This is an optimization exercise on Yosys and OpenROAD, whose aim is small area, not a production implementation.
No functional check of the RTL was part of this run.
Power is estimated from default activity; no workload was simulated.

## flow/flow/run.sh

```bash
#!/bin/bash
# Layout flow: the standard ORFS flow (standard.sh: the standard synthesis,
# floorplan, power grid, tap cells, placement, CTS, routing), with two settings
# passed to it through the environment:
#  - every port still gets its own buffer, but the smallest one (buf_1);
#  - the clock tree uses clkbuf_8 sink clusters and no dummy loads;
#  - timing-driven placement does not keep the buffers of its trial repairs.
# The whole make output goes to flow_make.log in this folder; ORFS also writes
# each step's log under orfs/logs/.
set -euo pipefail
export BUFFER_PORTS_ARGS="-buffer_cell sky130_fd_sc_hd__buf_1"
export CTS_ARGS="-sink_clustering_enable -repair_clock_nets -dont_use_dummy_load -buf_list sky130_fd_sc_hd__clkbuf_8 -sink_clustering_size 18 -sink_clustering_max_diameter 60"
export GPL_KEEP_OVERFLOW=0
bash standard.sh finish > flow_make.log 2>&1
```

## flow/standard.sh

```bash
#!/bin/bash
# synth_recipe.tcl (not shown) runs the flow's synth.tcl, then flattens the netlist and writes it again
# the make line also repeats each setting of config.mk as NAME=value (left out here)
make -C /OpenROAD-flow-scripts/flow DESIGN_CONFIG=/design/flow/config.mk WORK_HOME=/design/flow/orfs CLKGATE_MAP_FILE= SYNTH_SCRIPT=/design/flow/synth_recipe.tcl "${@:-finish}"
```

## flow/config.mk

```make
export PLATFORM = sky130hd
export DESIGN_NAME = Top_Module_Controller_and_FIR
export DESIGN_NICKNAME = Top_Module_Controller_and_FIR
export VERILOG_FILES = /design/flow/design.v
export SDC_FILE = /design/flow/constraint.sdc
export NUM_CORES = 4
export LEC_CHECK = 0
export CAP_MARGIN = 20
export CORE_MARGIN = 2
export CORE_UTILIZATION = 60
export SLEW_MARGIN = 20
export SYNTH_HIERARCHICAL = 1
```

## flow/constraint.sdc

```tcl
create_clock -name core_clock -period 10.0 [get_ports {clk}]
set_input_delay 2.0000 -clock core_clock [delete_from_list [all_inputs] [get_ports {clk}]]
set_output_delay 2.0000 -clock core_clock [all_outputs]
set_load 0.01 [all_outputs]
```

## flow/design.v

```verilog
module FIR_Filter_Optimized(
  input clk,
  input CLK_Filter,
  input rst_n,
  input wire [7:0] RED_ADC_Value,
  input wire [7:0] IR_ADC_Next,
  output wire [19:0] Out_RED_Filtered,
  output wire [19:0] Out_IR_Filtered);
reg [8*46-1:0] sr;    
reg [4:0] h;          
reg [18:0] ir_hold;
reg [18:0] out_red, out_ir;
assign Out_RED_Filtered = {1'b0, out_red};
assign Out_IR_Filtered = {1'b0, out_ir};
wire [7:0] mn0 = ~(sr[31:24] & {8{h >= 5'd2}});
wire [7:0] mn1 = ~(sr[47:40] & {8{h >= 5'd3}});
wire [7:0] mn2 = ~(sr[63:56] & {8{h >= 5'd4}});
wire [7:0] mn3 = ~(sr[79:72] & {8{h >= 5'd5}});
wire [7:0] mn4 = ~(sr[95:88] & {8{h >= 5'd6}});
wire [7:0] mn5 = ~(sr[111:104] & {8{h >= 5'd7}});
wire [7:0] mn6 = ~(sr[127:120] & {8{h >= 5'd8}});
wire [7:0] mn7 = ~(sr[143:136] & {8{h >= 5'd9}});
wire [7:0] mn8 = ~(sr[159:152] & {8{h >= 5'd10}});
wire [7:0] mn9 = ~(sr[175:168] & {8{h >= 5'd11}});
wire [7:0] mn10 = ~(sr[191:184] & {8{h >= 5'd12}});
wire [7:0] mn11 = ~(sr[207:200] & {8{h >= 5'd13}});
wire [7:0] mn12 = ~(sr[223:216] & {8{h >= 5'd14}});
wire [7:0] mn13 = ~(sr[239:232] & {8{h >= 5'd15}});
wire [7:0] mn14 = ~(sr[255:248] & {8{h >= 5'd16}});
wire [7:0] mn15 = ~(sr[271:264] & {8{h >= 5'd17}});
wire [7:0] mn16 = ~(sr[287:280] & {8{h >= 5'd18}});
wire [7:0] mn17 = ~(sr[303:296] & {8{h >= 5'd19}});
wire [7:0] mn18 = ~(sr[319:312] & {8{h >= 5'd20}});
wire [7:0] mn19 = ~(sr[335:328] & {8{h >= 5'd21}});
wire [7:0] mn20 = ~(sr[351:344] & {8{h >= 5'd22}});
wire [7:0] mn21 = ~(sr[367:360] & {8{h >= 5'd23}});
wire hs1, hc2, fs3, fc4, fs5, fc6, fs7, fc8, fs9, fc10, fs11, fc12, fs13, fc14, fs15, fc16, hs17, hc18, fs19, fc20, fs21, fc22, fs23, fc24, fs25, fc26, fs27, fc28, fs29, fc30, fs31, fc32, hs33, hc34, fs35, fc36, fs37, fc38, fs39, fc40, fs41, fc42, fs43, fc44, fs45, fc46, fs47, fc48, hs49, hc50, fs51, fc52, fs53, fc54, fs55, fc56, fs57, fc58, fs59, fc60, fs61, fc62, fs63, fc64, hs65, hc66, fs67, fc68, fs69, fc70, fs71, fc72, fs73, fc74, fs75, fc76, fs77, fc78, fs79, fc80, hs81, hc82, fs83, fc84, fs85, fc86, fs87, fc88, fs89, fc90, fs91, fc92, fs93, fc94, fs95, fc96, hs97, hc98, fs99, fc100, fs101, fc102, fs103, fc104, fs105, fc106, fs107, fc108, fs109, fc110, fs111, fc112, hs113, hc114, fs115, fc116, fs117, fc118, fs119, fc120, fs121, fc122, fs123, fc124, fs125, fc126, fs127, fc128, nv129, nv130, fs131, fc132, nv133, fs134, fc135, fs136, fc137, nv138, nv139, fs140, fc141, fs142, fc143, fs144, fc145, nv146, nv147, fs148, fc149, fs150, fc151, fs152, fc153, fs154, fc155, nv156, nv157, fs158, fc159, fs160, fc161, fs162, fc163, fs164, fc165, fs166, fc167, nv168, nv169, fs170, fc171, fs172, fc173, fs174, fc175, fs176, fc177, fs178, fc179, fs180, fc181, nv182, fs183, fc184, fs185, fc186, fs187, fc188, fs189, fc190, fs191, fc192, fs193, fc194, nv195, nv196, fs197, fc198, fs199, fc200, fs201, fc202, fs203, fc204, fs205, fc206, fs207, fc208, nv209, nv210, fs211, fc212, fs213, fc214, fs215, fc216, fs217, fc218, fs219, fc220, nv221, nv222, fs223, fc224, fs225, fc226, fs227, fc228, fs229, fc230, nv231, nv232, fs233, fc234, fs235, fc236, fs237, fc238, nv239, fs240, fc241, fs242, fc243, nv244, fs245, fc246, nv247, nv248, fs249, fc250, hs251, hc252, fs253, fc254, fs255, fc256, fs257, fc258, fs259, fc260, fs261, fc262, fs263, fc264, fs265, fc266, fs267, fc268, fs269, fc270, fs271, fc272, fs273, fc274, fs275, fc276, fs277, fc278, fs279, fc280, fs281, fc282, fs283, fc284, fs285, fc286, fs287, fc288, fs289, fc290, fs291, fc292, fs293, fc294, fs295, fc296, fs297, fc298, fs299, fc300, fs301, fc302, fs303, fc304, fs305, fc306, fs307, fc308, fs309, fc310, fs311, fc312, fs313, fc314, fs315, fc316, fs317, fc318, fs319, fc320, fs321, fc322, fs323, fc324, fs325, fc326, fs327, fc328, fs329, fc330, fs331, fc332, hs333, hc334, fs335, fc336, fs337, fc338, fs339, fc340, fs341, fc342, fs343, fc344, fs345, fc346, fs347, fc348, fs349, fc350, fs351, fc352, fs353, fc354, fs355, fc356, fs357, fc358, fs359, fc360, fs361, fc362, fs363, fc364, fs365, fc366, fs367, fc368, fs369, fc370, fs371, fc372, fs373, fc374, fs375, fc376, fs377, fc378, fs379, fc380, fs381, fc382, fs383, fc384, fs385, fc386, fs387, fc388, fs389, fc390, fs391, fc392, fs393, fc394, fs395, fc396, fs397, fc398, fs399, fc400, fs401, fc402, fs403, fc404, fs405, fc406, fs407, fc408, fs409, fc410, fs411, fc412, fs413, fc414, fs415, fc416, fs417, fc418, fs419, fc420, fs421, fc422, fs423, fc424, fs425, fc426, fs427, fc428, fs429, fc430, fs431, fc432, fs433, fc434, fs435, fc436, fs437, fc438, fs439, fc440, fs441, fc442, fs443, fc444, fs445, fc446, fs447, fc448, fs449, fc450, fs451, fc452, fs453, fc454, fs455, fc456, fs457, fc458, fs459, fc460, fs461, fc462, fs463, fc464, fs465, fc466, fs467, fc468, fs469, fc470, fs471, fc472, fs473, fc474, fs475, fc476, hs477, hc478, fs479, fc480, fs481, fc482, fs483, fc484, fs485, fc486, fs487, fc488, fs489, fc490, fs491, fc492, fs493, fc494, fs495, fc496, fs497, fc498, fs499, fc500, fs501, fc502, fs503, fc504, fs505, fc506, fs507, fc508, fs509, fc510, fs511, fc512, hs513, hc514, fs515, fc516, fs517, fc518, fs519, fc520, fs521, fc522, fs523, fc524, fs525, fc526, fs527, fc528, fs529, fc530, fs531, fc532, fs533, fc534, fs535, fc536, fs537, fc538, fs539, fc540, fs541, fc542, fs543, fc544, fs545, fc546, fs547, fc548, fs549, fc550, fs551, fc552, fs553, fc554, fs555, fc556, fs557, fc558, fs559, fc560, fs561, fc562, fs563, fc564, fs565, fc566, fs567, fc568, fs569, fc570, fs571, fc572, hs573, hc574, fs575, fc576, fs577, fc578, fs579, fc580, fs581, fc582, fs583, fc584, fs585, fc586, fs587, fc588, fs589, fc590, fs591, fc592, fs593, fc594, fs595, fc596, hs597, hc598, fs599, fc600, fs601, fc602, fs603, fc604, fs605, fc606, fs607, fc608, fs609, fc610, fs611, fc612, fs613, fc614, fs615, fc616, hs617, hc618, fs619, fc620, fs621, fc622, fs623, fc624, fs625, fc626, fs627, fc628, fs629, fc630, fs631, fc632, fs633, fc634, hs635, hc636, fs637, fc638, hs639, hc640, hs641, hc642;
HA uhs1(.a(mn1[0]), .b(mn20[0]), .s(hs1), .co(hc2));
FA ufs3(.a(mn1[1]), .b(mn20[1]), .c(hc2), .s(fs3), .co(fc4));
FA ufs5(.a(mn1[2]), .b(mn20[2]), .c(fc4), .s(fs5), .co(fc6));
FA ufs7(.a(mn1[3]), .b(mn20[3]), .c(fc6), .s(fs7), .co(fc8));
FA ufs9(.a(mn1[4]), .b(mn20[4]), .c(fc8), .s(fs9), .co(fc10));
FA ufs11(.a(mn1[5]), .b(mn20[5]), .c(fc10), .s(fs11), .co(fc12));
FA ufs13(.a(mn1[6]), .b(mn20[6]), .c(fc12), .s(fs13), .co(fc14));
FA ufs15(.a(mn1[7]), .b(mn20[7]), .c(fc14), .s(fs15), .co(fc16));
HA uhs17(.a(mn3[0]), .b(mn18[0]), .s(hs17), .co(hc18));
FA ufs19(.a(mn3[1]), .b(mn18[1]), .c(hc18), .s(fs19), .co(fc20));
FA ufs21(.a(mn3[2]), .b(mn18[2]), .c(fc20), .s(fs21), .co(fc22));
FA ufs23(.a(mn3[3]), .b(mn18[3]), .c(fc22), .s(fs23), .co(fc24));
FA ufs25(.a(mn3[4]), .b(mn18[4]), .c(fc24), .s(fs25), .co(fc26));
FA ufs27(.a(mn3[5]), .b(mn18[5]), .c(fc26), .s(fs27), .co(fc28));
FA ufs29(.a(mn3[6]), .b(mn18[6]), .c(fc28), .s(fs29), .co(fc30));
FA ufs31(.a(mn3[7]), .b(mn18[7]), .c(fc30), .s(fs31), .co(fc32));
HA uhs33(.a(mn4[0]), .b(mn17[0]), .s(hs33), .co(hc34));
FA ufs35(.a(mn4[1]), .b(mn17[1]), .c(hc34), .s(fs35), .co(fc36));
FA ufs37(.a(mn4[2]), .b(mn17[2]), .c(fc36), .s(fs37), .co(fc38));
FA ufs39(.a(mn4[3]), .b(mn17[3]), .c(fc38), .s(fs39), .co(fc40));
FA ufs41(.a(mn4[4]), .b(mn17[4]), .c(fc40), .s(fs41), .co(fc42));
FA ufs43(.a(mn4[5]), .b(mn17[5]), .c(fc42), .s(fs43), .co(fc44));
FA ufs45(.a(mn4[6]), .b(mn17[6]), .c(fc44), .s(fs45), .co(fc46));
FA ufs47(.a(mn4[7]), .b(mn17[7]), .c(fc46), .s(fs47), .co(fc48));
HA uhs49(.a(mn5[0]), .b(mn16[0]), .s(hs49), .co(hc50));
FA ufs51(.a(mn5[1]), .b(mn16[1]), .c(hc50), .s(fs51), .co(fc52));
FA ufs53(.a(mn5[2]), .b(mn16[2]), .c(fc52), .s(fs53), .co(fc54));
FA ufs55(.a(mn5[3]), .b(mn16[3]), .c(fc54), .s(fs55), .co(fc56));
FA ufs57(.a(mn5[4]), .b(mn16[4]), .c(fc56), .s(fs57), .co(fc58));
FA ufs59(.a(mn5[5]), .b(mn16[5]), .c(fc58), .s(fs59), .co(fc60));
FA ufs61(.a(mn5[6]), .b(mn16[6]), .c(fc60), .s(fs61), .co(fc62));
FA ufs63(.a(mn5[7]), .b(mn16[7]), .c(fc62), .s(fs63), .co(fc64));
HA uhs65(.a(mn6[0]), .b(mn15[0]), .s(hs65), .co(hc66));
FA ufs67(.a(mn6[1]), .b(mn15[1]), .c(hc66), .s(fs67), .co(fc68));
FA ufs69(.a(mn6[2]), .b(mn15[2]), .c(fc68), .s(fs69), .co(fc70));
FA ufs71(.a(mn6[3]), .b(mn15[3]), .c(fc70), .s(fs71), .co(fc72));
FA ufs73(.a(mn6[4]), .b(mn15[4]), .c(fc72), .s(fs73), .co(fc74));
FA ufs75(.a(mn6[5]), .b(mn15[5]), .c(fc74), .s(fs75), .co(fc76));
FA ufs77(.a(mn6[6]), .b(mn15[6]), .c(fc76), .s(fs77), .co(fc78));
FA ufs79(.a(mn6[7]), .b(mn15[7]), .c(fc78), .s(fs79), .co(fc80));
HA uhs81(.a(mn7[0]), .b(mn14[0]), .s(hs81), .co(hc82));
FA ufs83(.a(mn7[1]), .b(mn14[1]), .c(hc82), .s(fs83), .co(fc84));
FA ufs85(.a(mn7[2]), .b(mn14[2]), .c(fc84), .s(fs85), .co(fc86));
FA ufs87(.a(mn7[3]), .b(mn14[3]), .c(fc86), .s(fs87), .co(fc88));
FA ufs89(.a(mn7[4]), .b(mn14[4]), .c(fc88), .s(fs89), .co(fc90));
FA ufs91(.a(mn7[5]), .b(mn14[5]), .c(fc90), .s(fs91), .co(fc92));
FA ufs93(.a(mn7[6]), .b(mn14[6]), .c(fc92), .s(fs93), .co(fc94));
FA ufs95(.a(mn7[7]), .b(mn14[7]), .c(fc94), .s(fs95), .co(fc96));
HA uhs97(.a(mn8[0]), .b(mn13[0]), .s(hs97), .co(hc98));
FA ufs99(.a(mn8[1]), .b(mn13[1]), .c(hc98), .s(fs99), .co(fc100));
FA ufs101(.a(mn8[2]), .b(mn13[2]), .c(fc100), .s(fs101), .co(fc102));
FA ufs103(.a(mn8[3]), .b(mn13[3]), .c(fc102), .s(fs103), .co(fc104));
FA ufs105(.a(mn8[4]), .b(mn13[4]), .c(fc104), .s(fs105), .co(fc106));
FA ufs107(.a(mn8[5]), .b(mn13[5]), .c(fc106), .s(fs107), .co(fc108));
FA ufs109(.a(mn8[6]), .b(mn13[6]), .c(fc108), .s(fs109), .co(fc110));
FA ufs111(.a(mn8[7]), .b(mn13[7]), .c(fc110), .s(fs111), .co(fc112));
HA uhs113(.a(mn9[0]), .b(mn12[0]), .s(hs113), .co(hc114));
FA ufs115(.a(mn9[1]), .b(mn12[1]), .c(hc114), .s(fs115), .co(fc116));
FA ufs117(.a(mn9[2]), .b(mn12[2]), .c(fc116), .s(fs117), .co(fc118));
FA ufs119(.a(mn9[3]), .b(mn12[3]), .c(fc118), .s(fs119), .co(fc120));
FA ufs121(.a(mn9[4]), .b(mn12[4]), .c(fc120), .s(fs121), .co(fc122));
FA ufs123(.a(mn9[5]), .b(mn12[5]), .c(fc122), .s(fs123), .co(fc124));
FA ufs125(.a(mn9[6]), .b(mn12[6]), .c(fc124), .s(fs125), .co(fc126));
FA ufs127(.a(mn9[7]), .b(mn12[7]), .c(fc126), .s(fs127), .co(fc128));
assign nv129 = ~hs81;
assign nv130 = ~hs97;
FA ufs131(.a(hs65), .b(fs83), .c(fs99), .s(fs131), .co(fc132));
assign nv133 = ~fs131;
FA ufs134(.a(hs17), .b(hs49), .c(fs67), .s(fs134), .co(fc135));
FA ufs136(.a(fs85), .b(fs101), .c(fc132), .s(fs136), .co(fc137));
assign nv138 = ~fs134;
assign nv139 = ~fs136;
FA ufs140(.a(hs113), .b(fs19), .c(fs51), .s(fs140), .co(fc141));
FA ufs142(.a(fs69), .b(fc135), .c(fs140), .s(fs142), .co(fc143));
FA ufs144(.a(fc137), .b(fs87), .c(fs103), .s(fs144), .co(fc145));
assign nv146 = ~fs142;
assign nv147 = ~fs144;
FA ufs148(.a(hs97), .b(fs115), .c(fs21), .s(fs148), .co(fc149));
FA ufs150(.a(fs53), .b(fc141), .c(fs71), .s(fs150), .co(fc151));
FA ufs152(.a(fs148), .b(fc143), .c(fs89), .s(fs152), .co(fc153));
FA ufs154(.a(fs105), .b(fc145), .c(fs150), .s(fs154), .co(fc155));
assign nv156 = ~fs152;
assign nv157 = ~fs154;
FA ufs158(.a(hs81), .b(fs99), .c(fs117), .s(fs158), .co(fc159));
FA ufs160(.a(fc149), .b(fs23), .c(fs55), .s(fs160), .co(fc161));
FA ufs162(.a(fs158), .b(fs73), .c(fc151), .s(fs162), .co(fc163));
FA ufs164(.a(fs160), .b(fs91), .c(fs107), .s(fs164), .co(fc165));
FA ufs166(.a(fc153), .b(fc155), .c(fs162), .s(fs166), .co(fc167));
assign nv168 = ~fs164;
assign nv169 = ~fs166;
FA ufs170(.a(fs83), .b(fs101), .c(fc159), .s(fs170), .co(fc171));
FA ufs172(.a(fs119), .b(fs25), .c(fs57), .s(fs172), .co(fc173));
FA ufs174(.a(fc161), .b(fs170), .c(fs75), .s(fs174), .co(fc175));
FA ufs176(.a(fc163), .b(fs172), .c(fs93), .s(fs176), .co(fc177));
FA ufs178(.a(fs109), .b(fc165), .c(fc167), .s(fs178), .co(fc179));
FA ufs180(.a(fs174), .b(fs176), .c(fs178), .s(fs180), .co(fc181));
assign nv182 = ~fs180;
FA ufs183(.a(fs85), .b(fs103), .c(fc171), .s(fs183), .co(fc184));
FA ufs185(.a(fs121), .b(fs27), .c(fs59), .s(fs185), .co(fc186));
FA ufs187(.a(fc173), .b(fs183), .c(fs77), .s(fs187), .co(fc188));
FA ufs189(.a(fc175), .b(fs185), .c(fs95), .s(fs189), .co(fc190));
FA ufs191(.a(fs111), .b(fc177), .c(fc179), .s(fs191), .co(fc192));
FA ufs193(.a(fs187), .b(fs189), .c(fs191), .s(fs193), .co(fc194));
assign nv195 = ~fc181;
assign nv196 = ~fs193;
FA ufs197(.a(fs87), .b(fs105), .c(fc184), .s(fs197), .co(fc198));
FA ufs199(.a(fs123), .b(fs29), .c(fs61), .s(fs199), .co(fc200));
FA ufs201(.a(fc186), .b(fs197), .c(fc96), .s(fs201), .co(fc202));
FA ufs203(.a(fc112), .b(fs79), .c(fc188), .s(fs203), .co(fc204));
FA ufs205(.a(fs199), .b(fc190), .c(fs201), .s(fs205), .co(fc206));
FA ufs207(.a(fc192), .b(fs203), .c(fs205), .s(fs207), .co(fc208));
assign nv209 = ~fc194;
assign nv210 = ~fs207;
FA ufs211(.a(fs89), .b(fs107), .c(fc198), .s(fs211), .co(fc212));
FA ufs213(.a(fs125), .b(fc80), .c(fs31), .s(fs213), .co(fc214));
FA ufs215(.a(fs63), .b(fc200), .c(fs211), .s(fs215), .co(fc216));
FA ufs217(.a(fc202), .b(fc204), .c(fs213), .s(fs217), .co(fc218));
FA ufs219(.a(fs215), .b(fc206), .c(fs217), .s(fs219), .co(fc220));
assign nv221 = ~fc208;
assign nv222 = ~fs219;
FA ufs223(.a(fs91), .b(fs109), .c(fc32), .s(fs223), .co(fc224));
FA ufs225(.a(fc64), .b(fc212), .c(fs127), .s(fs225), .co(fc226));
FA ufs227(.a(fc214), .b(fs223), .c(fc216), .s(fs227), .co(fc228));
FA ufs229(.a(fs225), .b(fc218), .c(fs227), .s(fs229), .co(fc230));
assign nv231 = ~fc220;
assign nv232 = ~fs229;
FA ufs233(.a(fs93), .b(fc128), .c(fs111), .s(fs233), .co(fc234));
FA ufs235(.a(fc224), .b(fc226), .c(fs233), .s(fs235), .co(fc236));
FA ufs237(.a(fc228), .b(fs235), .c(fc230), .s(fs237), .co(fc238));
assign nv239 = ~fs237;
FA ufs240(.a(fc112), .b(fs95), .c(fc234), .s(fs240), .co(fc241));
FA ufs242(.a(fs240), .b(fc236), .c(fc238), .s(fs242), .co(fc243));
assign nv244 = ~fs242;
FA ufs245(.a(fc96), .b(fc241), .c(fc243), .s(fs245), .co(fc246));
assign nv247 = ~fs245;
assign nv248 = ~fc246;
FA ufs249(.a(1'b1), .b(hs33), .c(nv129), .s(fs249), .co(fc250));
HA uhs251(.a(nv130), .b(fs249), .s(hs251), .co(hc252));
FA ufs253(.a(mn0[0]), .b(mn21[0]), .c(hs1), .s(fs253), .co(fc254));
FA ufs255(.a(hs33), .b(hs113), .c(fs35), .s(fs255), .co(fc256));
FA ufs257(.a(fc250), .b(fs253), .c(hc252), .s(fs257), .co(fc258));
FA ufs259(.a(fs255), .b(nv133), .c(fs257), .s(fs259), .co(fc260));
FA ufs261(.a(1'b1), .b(mn0[1]), .c(mn21[1]), .s(fs261), .co(fc262));
FA ufs263(.a(fs261), .b(fs3), .c(fs35), .s(fs263), .co(fc264));
FA ufs265(.a(fs115), .b(fc254), .c(fs37), .s(fs265), .co(fc266));
FA ufs267(.a(fc256), .b(fs263), .c(nv138), .s(fs267), .co(fc268));
FA ufs269(.a(fc258), .b(fs265), .c(nv139), .s(fs269), .co(fc270));
FA ufs271(.a(fs267), .b(fc260), .c(fs269), .s(fs271), .co(fc272));
FA ufs273(.a(1'b1), .b(mn0[2]), .c(mn21[2]), .s(fs273), .co(fc274));
FA ufs275(.a(hs1), .b(hs33), .c(fc262), .s(fs275), .co(fc276));
FA ufs277(.a(fs273), .b(fs275), .c(fs5), .s(fs277), .co(fc278));
FA ufs279(.a(fs37), .b(fs117), .c(fc264), .s(fs279), .co(fc280));
FA ufs281(.a(fc266), .b(fs39), .c(fs277), .s(fs281), .co(fc282));
FA ufs283(.a(fs279), .b(fc268), .c(nv146), .s(fs283), .co(fc284));
FA ufs285(.a(nv147), .b(fc270), .c(fs281), .s(fs285), .co(fc286));
FA ufs287(.a(fs283), .b(fc272), .c(fs285), .s(fs287), .co(fc288));
FA ufs289(.a(mn0[3]), .b(mn21[3]), .c(mn2[0]), .s(fs289), .co(fc290));
FA ufs291(.a(mn19[0]), .b(hs65), .c(fc274), .s(fs291), .co(fc292));
FA ufs293(.a(fs289), .b(fs3), .c(fs35), .s(fs293), .co(fc294));
FA ufs295(.a(fc276), .b(fs291), .c(fs293), .s(fs295), .co(fc296));
FA ufs297(.a(fc278), .b(fc280), .c(fs7), .s(fs297), .co(fc298));
FA ufs299(.a(fs39), .b(fs119), .c(fs295), .s(fs299), .co(fc300));
FA ufs301(.a(fs41), .b(fc282), .c(fs297), .s(fs301), .co(fc302));
FA ufs303(.a(fc284), .b(fs299), .c(fc286), .s(fs303), .co(fc304));
FA ufs305(.a(nv156), .b(fs301), .c(nv157), .s(fs305), .co(fc306));
FA ufs307(.a(fc288), .b(fs303), .c(fs305), .s(fs307), .co(fc308));
FA ufs309(.a(1'b1), .b(mn0[4]), .c(mn21[4]), .s(fs309), .co(fc310));
FA ufs311(.a(mn2[1]), .b(mn19[1]), .c(hs17), .s(fs311), .co(fc312));
FA ufs313(.a(hs33), .b(fc290), .c(fs309), .s(fs313), .co(fc314));
FA ufs315(.a(fs67), .b(fs311), .c(fc292), .s(fs315), .co(fc316));
FA ufs317(.a(fs313), .b(fs5), .c(fs37), .s(fs317), .co(fc318));
FA ufs319(.a(fc294), .b(fs315), .c(fs317), .s(fs319), .co(fc320));
FA ufs321(.a(fc296), .b(fs9), .c(fs41), .s(fs321), .co(fc322));
FA ufs323(.a(fs121), .b(fc298), .c(fc300), .s(fs323), .co(fc324));
FA ufs325(.a(fs319), .b(fs43), .c(fc302), .s(fs325), .co(fc326));
FA ufs327(.a(fs321), .b(fs323), .c(fc304), .s(fs327), .co(fc328));
FA ufs329(.a(nv168), .b(fs325), .c(fc306), .s(fs329), .co(fc330));
FA ufs331(.a(nv169), .b(fs327), .c(fc308), .s(fs331), .co(fc332));
HA uhs333(.a(fs329), .b(fs331), .s(hs333), .co(hc334));
FA ufs335(.a(mn0[5]), .b(mn21[5]), .c(mn2[2]), .s(fs335), .co(fc336));
FA ufs337(.a(mn19[2]), .b(hs49), .c(hs65), .s(fs337), .co(fc338));
FA ufs339(.a(fc310), .b(fs335), .c(fs19), .s(fs339), .co(fc340));
FA ufs341(.a(fs35), .b(fc312), .c(fs337), .s(fs341), .co(fc342));
FA ufs343(.a(fc314), .b(fs69), .c(fs339), .s(fs343), .co(fc344));
FA ufs345(.a(fs341), .b(fc316), .c(fc318), .s(fs345), .co(fc346));
FA ufs347(.a(fs7), .b(fs39), .c(fs343), .s(fs347), .co(fc348));
FA ufs349(.a(fc320), .b(fs345), .c(fs347), .s(fs349), .co(fc350));
FA ufs351(.a(fs11), .b(fs43), .c(fs123), .s(fs351), .co(fc352));
FA ufs353(.a(fc322), .b(fc324), .c(fs349), .s(fs353), .co(fc354));
FA ufs355(.a(fs45), .b(fc326), .c(fs351), .s(fs355), .co(fc356));
FA ufs357(.a(fs353), .b(fc328), .c(fs355), .s(fs357), .co(fc358));
FA ufs359(.a(fc330), .b(fs357), .c(nv182), .s(fs359), .co(fc360));
FA ufs361(.a(fc332), .b(hc334), .c(fs359), .s(fs361), .co(fc362));
FA ufs363(.a(1'b1), .b(mn0[6]), .c(mn21[6]), .s(fs363), .co(fc364));
FA ufs365(.a(mn2[3]), .b(mn19[3]), .c(mn10[0]), .s(fs365), .co(fc366));
FA ufs367(.a(mn11[0]), .b(hs81), .c(hs97), .s(fs367), .co(fc368));
FA ufs369(.a(hs113), .b(fc336), .c(fs363), .s(fs369), .co(fc370));
FA ufs371(.a(fs365), .b(fs51), .c(fs67), .s(fs371), .co(fc372));
FA ufs373(.a(fc338), .b(fs367), .c(fs369), .s(fs373), .co(fc374));
FA ufs375(.a(fs21), .b(fs37), .c(fc340), .s(fs375), .co(fc376));
FA ufs377(.a(fc342), .b(fs371), .c(fs373), .s(fs377), .co(fc378));
FA ufs379(.a(fs71), .b(fs375), .c(fc344), .s(fs379), .co(fc380));
FA ufs381(.a(fs377), .b(fc346), .c(fs9), .s(fs381), .co(fc382));
FA ufs383(.a(fs41), .b(fc348), .c(fs379), .s(fs383), .co(fc384));
FA ufs385(.a(fs381), .b(fc350), .c(fs383), .s(fs385), .co(fc386));
FA ufs387(.a(fs13), .b(fs45), .c(fs125), .s(fs387), .co(fc388));
FA ufs389(.a(fc352), .b(fc354), .c(fs385), .s(fs389), .co(fc390));
FA ufs391(.a(fs47), .b(fc356), .c(fs387), .s(fs391), .co(fc392));
FA ufs393(.a(fs389), .b(fs391), .c(fc358), .s(fs393), .co(fc394));
FA ufs395(.a(nv195), .b(fs393), .c(nv196), .s(fs395), .co(fc396));
FA ufs397(.a(fc360), .b(fs395), .c(fc362), .s(fs397), .co(fc398));
FA ufs399(.a(1'b1), .b(mn0[7]), .c(mn21[7]), .s(fs399), .co(fc400));
FA ufs401(.a(mn2[4]), .b(mn19[4]), .c(mn10[1]), .s(fs401), .co(fc402));
FA ufs403(.a(mn11[1]), .b(fc364), .c(fc366), .s(fs403), .co(fc404));
FA ufs405(.a(fs399), .b(fs401), .c(fs83), .s(fs405), .co(fc406));
FA ufs407(.a(fs99), .b(fs115), .c(fc368), .s(fs407), .co(fc408));
FA ufs409(.a(fc370), .b(fs403), .c(fs53), .s(fs409), .co(fc410));
FA ufs411(.a(fs69), .b(fc372), .c(fs405), .s(fs411), .co(fc412));
FA ufs413(.a(fs407), .b(fc374), .c(fc376), .s(fs413), .co(fc414));
FA ufs415(.a(fs23), .b(fs39), .c(fs409), .s(fs415), .co(fc416));
FA ufs417(.a(fs411), .b(fc378), .c(fs73), .s(fs417), .co(fc418));
FA ufs419(.a(fc380), .b(fs413), .c(fs415), .s(fs419), .co(fc420));
FA ufs421(.a(fs11), .b(fs43), .c(fc382), .s(fs421), .co(fc422));
FA ufs423(.a(fs417), .b(fc384), .c(fs419), .s(fs423), .co(fc424));
FA ufs425(.a(fs421), .b(fc386), .c(fs423), .s(fs425), .co(fc426));
FA ufs427(.a(fc48), .b(fs15), .c(fs47), .s(fs427), .co(fc428));
FA ufs429(.a(fs127), .b(fc388), .c(fc390), .s(fs429), .co(fc430));
FA ufs431(.a(fs425), .b(fc392), .c(fs427), .s(fs431), .co(fc432));
FA ufs433(.a(fs429), .b(fs431), .c(fc394), .s(fs433), .co(fc434));
FA ufs435(.a(nv209), .b(nv210), .c(fs433), .s(fs435), .co(fc436));
FA ufs437(.a(fc396), .b(fs435), .c(fc398), .s(fs437), .co(fc438));
FA ufs439(.a(1'b1), .b(mn2[5]), .c(mn19[5]), .s(fs439), .co(fc440));
FA ufs441(.a(mn10[2]), .b(mn11[2]), .c(fc400), .s(fs441), .co(fc442));
FA ufs443(.a(fc402), .b(fs439), .c(fc404), .s(fs443), .co(fc444));
FA ufs445(.a(fs441), .b(fs85), .c(fs101), .s(fs445), .co(fc446));
FA ufs447(.a(fs117), .b(fc406), .c(fc408), .s(fs447), .co(fc448));
FA ufs449(.a(fs443), .b(fc410), .c(fs55), .s(fs449), .co(fc450));
FA ufs451(.a(fs71), .b(fs445), .c(fs447), .s(fs451), .co(fc452));
FA ufs453(.a(fc412), .b(fc414), .c(fs25), .s(fs453), .co(fc454));
FA ufs455(.a(fs41), .b(fc416), .c(fs449), .s(fs455), .co(fc456));
FA ufs457(.a(fs451), .b(fs75), .c(fc418), .s(fs457), .co(fc458));
FA ufs459(.a(fs453), .b(fc420), .c(fs455), .s(fs459), .co(fc460));
FA ufs461(.a(fs13), .b(fs45), .c(fc422), .s(fs461), .co(fc462));
FA ufs463(.a(fs457), .b(fc424), .c(fs459), .s(fs463), .co(fc464));
FA ufs465(.a(fc16), .b(fc48), .c(fc128), .s(fs465), .co(fc466));
FA ufs467(.a(fs461), .b(fc426), .c(fs463), .s(fs467), .co(fc468));
FA ufs469(.a(fc428), .b(fs465), .c(fc430), .s(fs469), .co(fc470));
FA ufs471(.a(fs467), .b(fc432), .c(fs469), .s(fs471), .co(fc472));
FA ufs473(.a(nv221), .b(fc434), .c(nv222), .s(fs473), .co(fc474));
FA ufs475(.a(fs471), .b(fc436), .c(fs473), .s(fs475), .co(fc476));
HA uhs477(.a(fc438), .b(fs475), .s(hs477), .co(hc478));
FA ufs479(.a(mn2[6]), .b(mn19[6]), .c(mn10[3]), .s(fs479), .co(fc480));
FA ufs481(.a(mn11[3]), .b(fc440), .c(fs479), .s(fs481), .co(fc482));
FA ufs483(.a(fc442), .b(fs481), .c(fc444), .s(fs483), .co(fc484));
FA ufs485(.a(fc446), .b(fc448), .c(fs87), .s(fs485), .co(fc486));
FA ufs487(.a(fs103), .b(fs119), .c(fs483), .s(fs487), .co(fc488));
FA ufs489(.a(fs57), .b(fs73), .c(fc450), .s(fs489), .co(fc490));
FA ufs491(.a(fc452), .b(fs485), .c(fs487), .s(fs491), .co(fc492));
FA ufs493(.a(fs27), .b(fs43), .c(fc454), .s(fs493), .co(fc494));
FA ufs495(.a(fc456), .b(fs489), .c(fs491), .s(fs495), .co(fc496));
FA ufs497(.a(fs77), .b(fc458), .c(fs493), .s(fs497), .co(fc498));
FA ufs499(.a(fc460), .b(fs495), .c(fs15), .s(fs499), .co(fc500));
FA ufs501(.a(fs47), .b(fc462), .c(fs497), .s(fs501), .co(fc502));
FA ufs503(.a(fc464), .b(fc466), .c(fs499), .s(fs503), .co(fc504));
FA ufs505(.a(fs501), .b(fc468), .c(fs503), .s(fs505), .co(fc506));
FA ufs507(.a(fc470), .b(nv231), .c(fs505), .s(fs507), .co(fc508));
FA ufs509(.a(nv232), .b(fc472), .c(fc474), .s(fs509), .co(fc510));
FA ufs511(.a(fs507), .b(fc476), .c(fs509), .s(fs511), .co(fc512));
HA uhs513(.a(hc478), .b(fs511), .s(hs513), .co(hc514));
FA ufs515(.a(mn2[7]), .b(mn19[7]), .c(mn10[4]), .s(fs515), .co(fc516));
FA ufs517(.a(mn11[4]), .b(fc480), .c(fs515), .s(fs517), .co(fc518));
FA ufs519(.a(fc482), .b(fs517), .c(fc484), .s(fs519), .co(fc520));
FA ufs521(.a(fs89), .b(fs105), .c(fs121), .s(fs521), .co(fc522));
FA ufs523(.a(fc486), .b(fc488), .c(fs519), .s(fs523), .co(fc524));
FA ufs525(.a(fs59), .b(fs75), .c(fc490), .s(fs525), .co(fc526));
FA ufs527(.a(fs521), .b(fc492), .c(fs523), .s(fs527), .co(fc528));
FA ufs529(.a(fs29), .b(fs45), .c(fc494), .s(fs529), .co(fc530));
FA ufs531(.a(fs525), .b(fc496), .c(fs527), .s(fs531), .co(fc532));
FA ufs533(.a(fc16), .b(fc48), .c(fs79), .s(fs533), .co(fc534));
FA ufs535(.a(fc498), .b(fs529), .c(fs531), .s(fs535), .co(fc536));
FA ufs537(.a(fc500), .b(fs533), .c(fc502), .s(fs537), .co(fc538));
FA ufs539(.a(fs535), .b(fc504), .c(fs537), .s(fs539), .co(fc540));
FA ufs541(.a(fc506), .b(fs539), .c(fc508), .s(fs541), .co(fc542));
FA ufs543(.a(nv239), .b(fc510), .c(fs541), .s(fs543), .co(fc544));
FA ufs545(.a(fc512), .b(fs543), .c(hc514), .s(fs545), .co(fc546));
FA ufs547(.a(1'b1), .b(mn10[5]), .c(mn11[5]), .s(fs547), .co(fc548));
FA ufs549(.a(fc516), .b(fs547), .c(fc518), .s(fs549), .co(fc550));
FA ufs551(.a(fs549), .b(fc520), .c(fs91), .s(fs551), .co(fc552));
FA ufs553(.a(fs107), .b(fs123), .c(fc522), .s(fs553), .co(fc554));
FA ufs555(.a(fc524), .b(fs61), .c(fs77), .s(fs555), .co(fc556));
FA ufs557(.a(fc526), .b(fs551), .c(fs553), .s(fs557), .co(fc558));
FA ufs559(.a(fc528), .b(fc80), .c(fs31), .s(fs559), .co(fc560));
FA ufs561(.a(fs47), .b(fc530), .c(fs555), .s(fs561), .co(fc562));
FA ufs563(.a(fs557), .b(fc532), .c(fc534), .s(fs563), .co(fc564));
FA ufs565(.a(fs559), .b(fs561), .c(fc536), .s(fs565), .co(fc566));
FA ufs567(.a(fs563), .b(fc538), .c(fs565), .s(fs567), .co(fc568));
FA ufs569(.a(fc540), .b(fs567), .c(fc542), .s(fs569), .co(fc570));
FA ufs571(.a(nv244), .b(fc544), .c(fs569), .s(fs571), .co(fc572));
HA uhs573(.a(fc546), .b(fs571), .s(hs573), .co(hc574));
FA ufs575(.a(mn10[6]), .b(mn11[6]), .c(fc548), .s(fs575), .co(fc576));
FA ufs577(.a(fs575), .b(fc550), .c(fs93), .s(fs577), .co(fc578));
FA ufs579(.a(fs109), .b(fs125), .c(fc552), .s(fs579), .co(fc580));
FA ufs581(.a(fc554), .b(fc32), .c(fc48), .s(fs581), .co(fc582));
FA ufs583(.a(fs63), .b(fs79), .c(fc556), .s(fs583), .co(fc584));
FA ufs585(.a(fc558), .b(fs577), .c(fs579), .s(fs585), .co(fc586));
FA ufs587(.a(fc560), .b(fs581), .c(fc562), .s(fs587), .co(fc588));
FA ufs589(.a(fs583), .b(fs585), .c(fc564), .s(fs589), .co(fc590));
FA ufs591(.a(fs587), .b(fc566), .c(fs589), .s(fs591), .co(fc592));
FA ufs593(.a(fc568), .b(fs591), .c(fc570), .s(fs593), .co(fc594));
FA ufs595(.a(nv247), .b(fc572), .c(fs593), .s(fs595), .co(fc596));
HA uhs597(.a(hc574), .b(fs595), .s(hs597), .co(hc598));
FA ufs599(.a(mn10[7]), .b(mn11[7]), .c(fc576), .s(fs599), .co(fc600));
FA ufs601(.a(fs599), .b(fc64), .c(fc80), .s(fs601), .co(fc602));
FA ufs603(.a(fs95), .b(fs111), .c(fs127), .s(fs603), .co(fc604));
FA ufs605(.a(fc578), .b(fc580), .c(fc582), .s(fs605), .co(fc606));
FA ufs607(.a(fc584), .b(fs601), .c(fc586), .s(fs607), .co(fc608));
FA ufs609(.a(fs603), .b(fs605), .c(fc588), .s(fs609), .co(fc610));
FA ufs611(.a(fs607), .b(fc590), .c(fs609), .s(fs611), .co(fc612));
FA ufs613(.a(fc592), .b(fs611), .c(nv248), .s(fs613), .co(fc614));
FA ufs615(.a(fc594), .b(fs613), .c(fc596), .s(fs615), .co(fc616));
HA uhs617(.a(hc598), .b(fs615), .s(hs617), .co(hc618));
FA ufs619(.a(fc600), .b(fc96), .c(fc112), .s(fs619), .co(fc620));
FA ufs621(.a(fc128), .b(fc602), .c(fc604), .s(fs621), .co(fc622));
FA ufs623(.a(fs619), .b(fc606), .c(fs621), .s(fs623), .co(fc624));
FA ufs625(.a(fc608), .b(fc610), .c(fs623), .s(fs625), .co(fc626));
FA ufs627(.a(fc612), .b(fs625), .c(fc614), .s(fs627), .co(fc628));
FA ufs629(.a(fs627), .b(fc616), .c(hc618), .s(fs629), .co(fc630));
FA ufs631(.a(fc620), .b(fc622), .c(fc624), .s(fs631), .co(fc632));
FA ufs633(.a(fc626), .b(fs631), .c(fc628), .s(fs633), .co(fc634));
HA uhs635(.a(fc630), .b(fs633), .s(hs635), .co(hc636));
FA ufs637(.a(1'b1), .b(fc632), .c(fc634), .s(fs637), .co(fc638));
HA uhs639(.a(hc636), .b(fs637), .s(hs639), .co(hc640));
HA uhs641(.a(fc638), .b(hc640), .s(hs641), .co(hc642));
wire [18:0] sum_n = {hs641, hs639, hs635, fs629, hs617, hs597, hs573, fs545, hs513, hs477, fs437, fs397, fs361, hs333, fs307, fs287, fs271, fs259, hs251};
always @(posedge clk) begin
  sr <= {sr[8*45-1:0], CLK_Filter ? RED_ADC_Value : IR_ADC_Next};
  ir_hold <= ~sum_n;
  if (rst_n) begin
    h <= 5'd0;
    out_red <= 19'd0;
    out_ir <= 19'd0;
  end else if (CLK_Filter) begin
    if (h != 5'd23) h <= h + 5'd1;
    out_red <= ~sum_n;
    out_ir <= ir_hold;
  end
end
endmodule
module FA(input a, input b, input c, output s, output co);
assign s = a ^ b ^ c;
assign co = (a & b) | (c & (a ^ b));
endmodule
module HA(input a, input b, output s, output co);
assign s = a ^ b;
assign co = a & b;
endmodule
module Controller_StateMachine(ADC, clk, Find_Setting, rst_n, LED_Drive, DC_Comp, LED_IR, LED_RED, PGA_Gain,
                               RED_ADC_Value, IR_ADC_Next, CLK_Filter);
	input  wire [7:0] ADC;
	input  wire clk;
	input  wire rst_n;           
	input  wire Find_Setting;
	output wire [3:0] LED_Drive;
	output reg  [6:0] DC_Comp;
	output wire LED_IR;
	output wire LED_RED;
	output reg  [3:0] PGA_Gain;
	output reg  [7:0] RED_ADC_Value;  
	output wire [7:0] IR_ADC_Next;    
	output reg  CLK_Filter;
	localparam [3:0] S_IDLE  = 4'd0,   
	                 S_RST4  = 4'd1,   
	                 S_ROP   = 4'd2,
	                 S_RGAIN = 4'd3,
	                 S_IOP   = 4'd4,
	                 S_IGAIN = 4'd5,
	                 S_AR    = 4'd6,
	                 S_AI    = 4'd7,
	                 S_ALT   = 4'd8;
	reg [3:0]  st;
	reg [1:0]  prev;         
	reg [15:0] gw;           
	reg [4:0]  cnt;
	reg [7:0]  vmin, vmax;
	reg [6:0]  oth_op;
	reg [3:0]  oth_g;
	reg        led_ir;
	reg [7:0]  IR_ADC_Value;
	assign LED_Drive = 4'd10;
	assign LED_IR  = led_ir;
	assign LED_RED = ~led_ir;
	wire in_reset = (st == S_IDLE) | (st == S_RST4);
	wire win_done = cnt[4] & cnt[2];
	wire aw_ok    = cnt[3] & cnt[1];
	wire in_alt   = (st == S_ALT) | (st == S_AR) | (st == S_AI);
	wire in_rng = (ADC < 8'd240) & (ADC > 8'd5);
	wire clip   = (ADC > 8'd240) | (ADC < 8'd5);
	wire gw_ok  = (|gw[15:10]) | (gw[9] & ((|gw[8:6]) | (gw[5] & (|gw[4:0]))));
	wire [8:0] cmin, cmax;
	assign cmin[0] = 1'b1;    
	assign cmax[0] = 1'b0;    
	genvar gi;
	generate for (gi = 0; gi < 8; gi = gi + 1) begin : cmp
		assign cmin[gi+1] = (ADC[gi] & ~vmin[gi]) | (cmin[gi] & (ADC[gi] | ~vmin[gi]));
		assign cmax[gi+1] = (ADC[gi] & ~vmax[gi]) | (cmax[gi] & (ADC[gi] | ~vmax[gi]));
	end endgenerate
	wire lt_min = ~cmin[8];
	wire gt_max = cmax[8];
	wire [7:0] dcy;           
	wire [7:2] q;             
	assign dcy[1] = vmax[0] | ~vmin[0];
	assign dcy[2] = (vmax[1] & ~vmin[1]) | (dcy[1] & (vmax[1] | ~vmin[1]));
	generate for (gi = 2; gi < 7; gi = gi + 1) begin : sub
		FA u(.a(vmax[gi]), .b(~vmin[gi]), .c(dcy[gi]), .s(q[gi]), .co(dcy[gi+1]));
	end endgenerate
	assign q[7] = vmax[7] ^ ~vmin[7] ^ dcy[7];
	wire [7:0] mid;
	wire [7:0] mcy;
	HA m0(.a(vmin[0]), .b(q[2]), .s(mid[0]), .co(mcy[1]));
	generate for (gi = 1; gi < 6; gi = gi + 1) begin : add
		FA u(.a(vmin[gi]), .b(q[gi+2]), .c(mcy[gi]), .s(mid[gi]), .co(mcy[gi+1]));
	end endgenerate
	HA m6(.a(vmin[6]), .b(mcy[6]), .s(mid[6]), .co(mcy[7]));
	assign mid[7] = vmin[7] ^ mcy[7];
	wire accept = (mid >= 8'd117) & (mid <= 8'd137);
	wire [15:0] gw_inc;
	wire [15:0] gcy;
	assign gw_inc[0] = ~gw[0];
	assign gcy[1] = gw[0];
	generate for (gi = 1; gi < 15; gi = gi + 1) begin : ginc
		HA u(.a(gw[gi]), .b(gcy[gi]), .s(gw_inc[gi]), .co(gcy[gi+1]));
	end endgenerate
	assign gw_inc[15] = gw[15] ^ gcy[15];
	assign IR_ADC_Next = rst_n ? 8'd0 :
	                     Find_Setting ? IR_ADC_Value :
	                     in_reset ? 8'd0 :
	                     ((st == S_ALT) & (prev == 2'd2)) ? ADC : IR_ADC_Value;
	always @(posedge clk) begin
		IR_ADC_Value <= IR_ADC_Next;
		if (rst_n) CLK_Filter <= 1'b0;
		else CLK_Filter <= ~CLK_Filter;
	end
	always @(posedge clk) begin
		if (rst_n) begin
			st <= S_IDLE;
			prev <= 2'd0;
			led_ir <= 1'b0;
			DC_Comp <= 7'd0;
			PGA_Gain <= 4'd0;
			gw <= 16'd545;
			cnt <= 5'd0;
			vmin <= 8'd255;
			vmax <= 8'd0;
			RED_ADC_Value <= 8'd0;
		end else if (Find_Setting) begin
			st <= S_ROP;
			if (in_alt) cnt <= 5'd1;
		end else begin
			case (st)
			S_IDLE, S_RST4: begin
				led_ir <= 1'b0;
				DC_Comp <= 7'd0;
				PGA_Gain <= 4'd0;
				gw <= 16'd545;
				cnt <= 5'd0;
				vmin <= 8'd255;
				vmax <= 8'd0;
				RED_ADC_Value <= 8'd0;
				st <= (st == S_RST4) ? S_IOP : S_IDLE;
			end
			S_ROP, S_IOP: begin
				if (st == S_IOP) led_ir <= 1'b1;
				if (!win_done) begin
					if (lt_min) vmin <= ADC;
					if (gt_max) vmax <= ADC;
					cnt <= cnt + 5'd1;
				end else begin
					vmin <= 8'd255;
					vmax <= 8'd0;
					cnt <= 5'd1;
					if (accept) begin
						if (st == S_ROP) begin oth_op <= DC_Comp; st <= S_RGAIN; end
						else st <= S_IGAIN;
					end else
						DC_Comp <= DC_Comp + 7'd10;
				end
			end
			S_RGAIN, S_IGAIN: begin
				if (in_rng & gw_ok) PGA_Gain <= PGA_Gain + 4'd1;
				if ((in_rng & gw_ok) | clip) gw <= 16'd1;
				else gw <= gw_inc;
				if (clip) begin
					if (st == S_RGAIN) begin oth_g <= PGA_Gain; st <= S_RST4; end
					else begin st <= S_ALT; cnt <= 5'd10; end
				end
			end
			S_ALT: begin
				if (aw_ok) begin
					cnt <= 5'd1;
					st <= (prev == 2'd1) ? S_AI : S_AR;
				end else
					cnt <= cnt + 5'd1;
				if (prev == 2'd1) RED_ADC_Value <= ADC;
			end
			S_AR, S_AI: begin
				if (led_ir != (st == S_AI)) begin
					DC_Comp <= oth_op;
					oth_op <= DC_Comp;
					PGA_Gain <= oth_g;
					oth_g <= PGA_Gain;
				end
				led_ir <= (st == S_AI);
				st <= S_ALT;
				prev <= (st == S_AI) ? 2'd2 : 2'd1;
			end
			default: ;
			endcase
		end
	end
endmodule
module Top_Module_Controller_and_FIR(ADC,clk,Find_Setting, rst_n, LED_Drive,DC_Comp,LED_IR,LED_RED,PGA_Gain,Out_IR_Filtered,Out_RED_Filtered);
	output wire [3:0] LED_Drive;
	output wire [6:0] DC_Comp;
	output wire LED_IR;
	output wire LED_RED;
	output wire [3:0] PGA_Gain;
	input wire [7:0] ADC;
	input wire clk;
	input wire rst_n;
	input wire Find_Setting;
	output wire [19:0] Out_IR_Filtered;
	output wire [19:0] Out_RED_Filtered;
	wire [7:0] RED_ADC_Value;
	wire [7:0] IR_ADC_Next;
	wire CLK_Filter;
	Controller_StateMachine Controller(
	.ADC(ADC), .clk(clk), .Find_Setting(Find_Setting), .rst_n(rst_n),
	.LED_Drive(LED_Drive), .DC_Comp(DC_Comp), .LED_IR(LED_IR), .LED_RED(LED_RED), .PGA_Gain(PGA_Gain),
	.RED_ADC_Value(RED_ADC_Value), .IR_ADC_Next(IR_ADC_Next), .CLK_Filter(CLK_Filter));
	FIR_Filter_Optimized Filters(
	.clk(clk), .CLK_Filter(CLK_Filter), .rst_n(rst_n),
	.RED_ADC_Value(RED_ADC_Value), .IR_ADC_Next(IR_ADC_Next),
	.Out_RED_Filtered(Out_RED_Filtered), .Out_IR_Filtered(Out_IR_Filtered));
endmodule
```

==> summary.txt <==
==> metal layers <==
| metal | vias to the layer above | global-route usage |
|---|---|---|
| met5 | - | 0 |
| met4 | 0 | 0.101 |
| met2 | 244 | 0.443 |
| li1 | 5484 | - |
| met3 | 87 | 0.0325 |
| met1 | 5934 | 0.327 |
==> area by class of cell <==
class / count / area [sq um]
Fill cell: 2640 / 11600
Multi-Input combinational cell: 992 / 10500
Sequential cell: 513 / 10400
Timing Repair Buffer: 114 / 681
Tap cell: 455 / 569
Clock buffer: 39 / 537
Inverter: 71 / 282
==> modules after synthesis (local to each module, per instance), a selection <==
module                   flip-flops and latches  times used
FIR_Filter_Optimized                        430           1
Controller_StateMachine                      83           1
FA                                            0         301
HA                                            0          34
==> sequential cells by signal, summed over array words and instances (netlist names), 2 cells and up <==
signal,cells
Controller.DC_Comp,7
Controller.IR_ADC_Value,8
Controller.PGA_Gain,4
Controller.RED_ADC_Value,8
Controller.cnt,5
Controller.gw,16
Controller.oth_g,4
Controller.oth_op,7
Controller.prev,2
Controller.st,4
Controller.vmax,8
Controller.vmin,8
Filters.h,5
Filters.ir_hold,19
Filters.out_ir,19
Filters.out_red,19
Filters.sr,368
==> logic make-up after synthesis <==
logic type / synth area share
flops: 0.492
simple gates: 0.0803
fa+ha+maj: 0.312
compound gates: 0.0669
buf+inv: 0.0273
mux: 0.0176
xor+xnor: 0.00332
other cells: 0.000711
==> worst min-delay path by stage <==
stage,start,endpoint,slack [ps],cells after the start
after floorplan,Filters.sr[96],Filters.sr[104],310,0
after global placement,Filters.sr[198],Filters.sr[206],310,0
after detailed placement,Filters.sr[3],Filters.sr[11],310,0
after CTS,Filters.sr[216],Filters.sr[224],280,0
after global routing,Filters.sr[216],Filters.sr[224],280,0
final,Filters.sr[216],Filters.sr[224],290,0
==> layout by cell type, fill, tap and decap left out, types with 19 or more instances in the layout <==
cell      instances
fa_1            274
a211oi_1         34
mux2i_1          28
ha_1             39
dfxtp_1         496
a21oi_1          43
nor2_1           88
nand2_1         207
buf_1            60
a22o_1           19
clkbuf_8         39
nand3_1          21
fa_2             27
inv_1            66
buf_4            47
==> worst max-delay path, stage by stage, from the launching register on <==
cell,delay [ps]
dfxtp_4,450
clkinvlp_4,220
o31ai_4,330
nand2_1,90
ha_1,190
fa_1,410
fa_2,680
fa_2,470
fa_1,400
fa_1,570
fa_1,450
fa_1,590
fa_1,430
fa_1,450
fa_1,390
fa_1,390
fa_1,470
fa_2,360
fa_1,400
fa_1,440
ha_1,210
fa_1,370
ha_1,210
ha_1,190
ha_1,290
a211oi_1,220
==> timing repair <==
action                     in CTS  in global routing
pin swaps                       6                 17
resized for setup              52                 38
setup endpoints to repair       8                  5
buffers inserted               16                 32
==> metrics by stage <==
step	cells	utilization
6_report	2184	0.664
4_1_cts	2152	0.653
2_1_floorplan	1633	-
3_3_place_gp	2092	0.625
3_5_place_dp	2097	0.628
5_1_grt	2184	0.664
==> power groups by stage <==
stage	Sequential (uW)	Clock, uW	Combinational (uW)
final	2130	957	313
after global routing	2140	1060	353
after CTS	2130	991	302
after detailed placement	2180	0	283
after global placement	2180	0	269
after floorplan	2170	0	206
==> results.tsv <==
metric	value	unit
internal cell power	2580	uW
Core ar.	0.0346	sq mm
Worst Path Arrival	10290	ps
register area share after synthesis	0.492	
reg2reg end	Filters.out_red[18]	
cells after synthesis	1622	
first-pass GRT wire length	69.1	mm
TritonCTS Sinks	513	
Slew HR	0.339	
pre-CTS setup slack	-935	ps
met3 WL	1.61	mm
Worst Tran Pin Value	984	ps
initial antenna violation count	0	
Ant. Diodes	0	
Synth area leaders	dfxtp_1 48%, fa_1 29%, nand2_1 3.8%	
top post-synthesis cells by count	502 x dfxtp_1, 301 x fa_1, 212 x nand2_1, 94 x nor2_1, 70 x inv_1	
Num CTS Buffers	39	
share of cells above drive strength 1	0.111	
Via density	5.38	
max-cap violation count	0	
largest net degree at the start of global routing	58	
Routed WL	44.8	mm
worst hold slack	290	ps
endpoints failing hold	0	
routed length per instance	20.5	microns
post-route setup slack	234	ps
NumNets Final	2084	
Tot Pwr	3400	uW
TNS Setup	0	ps
synthesized area	0.0211	sq mm
Post-synth EDFFs	11	
worst setup path end	Filters.out_red[18]	
1st-iter DRT viols	447	
Final Setup Violations	0	
PD cells	148	mW/mm^2
Seq cells post-synth	513	
top cell type's share of synthesized area	0.476	
M1 WL	18.8	mm
post-DP HPWL	35.4	mm
Final Cycle Share	0.977	
R2R depth	25	
Total Routing Usage GR	0.255	
worst skew pair latency	620	ps
Die W	192	microns
Worst Setup Start Kind	flip-flop	
WP data required	10530	ps
Clock Power Share	0.282	
CTS Buffer Depth	3	
Synth area leader	dfxtp_1	
Highest Signal Layer	met4	
Async SR Flop Fraction	0	
vias post-DR	11749	
FMAX	0.102	GHz
Final min period	9770	ps
clock root buffer	clkbuf_8	
IO buf count	61	
met2 wire length	22.5	mm
Starting Density	0.609	
Crit. Startpoint	Filters.h[2]	
critical path class	reg -> reg	
reg-to-reg setup timing slack	230	ps
H-Tree Depth	2	
outcome	complete, no violations	
final instance area	0.0230	sq mm
CTS tree	done	
total grt overflow	0	
Area after DPL	0.0217	sq mm
worst min path class	reg -> reg	
Die H	192	microns
routability cong.	0.883	
Ys Warns	8	
Psw	821	uW
CP max FO	13	
die area	0.0367	sq mm
combinational cell fraction of total power	0.092	
CP Capture Type	flip-flop	
Reg2Reg Launch Point	Filters.h[2]	
clk_skew	68.6	ps
Slew Limit Fails	0	
count leader, synth	dfxtp_1	
vias in the first global route	12404	
Post-CTS Hold Buffers	0	
DRC Markers	0	
Area Growth Syn to Fin	9.00	%
top_reg_cell synth	dfxtp_1	
Antenna Nets Post-Route	0	
Peak supply drop	0.146	mV
synth unique cells	81	
syn_area_per_cell	13.0	sq um
Net Sw Frac	0.241	
I/O Pins	68	
TritonRoute pass-1 iters	4	
P_leak	0.00776	uW
Seq pwr share	0.626	
Rows	68	
clk slew on worst S/H paths	100	ps

what the ideal ports hide:
The results above use ideal ports. As a check the final layout listed here was re-extracted and re-timed, cells and wires unchanged. Step 1: set_driving_cell puts a clkbuf_16 on clk and a buf_2 on each other input, an assumption about the parent block. Step 2 times the ports against the registers' clock, not the clock port: input delays grow and output delays shrink by t, the midpoint of the rising clock arrivals with the driver on. a / b / c = no drivers / after step 1 / after step 2; a / b = the first two.
shift t [ns]: 0.638
setup slack, ns: 0.234 / 0.234 / 0.234
worst hold slack (ns): 0.290 / 0.290 / 0.290
latest minus earliest clock arrival (ns): 0.076 / 0.076
After both steps this run still meets setup and hold. The setup slack of this run moves by 0.000 ns with the drivers and by 0.000 ns with both steps.
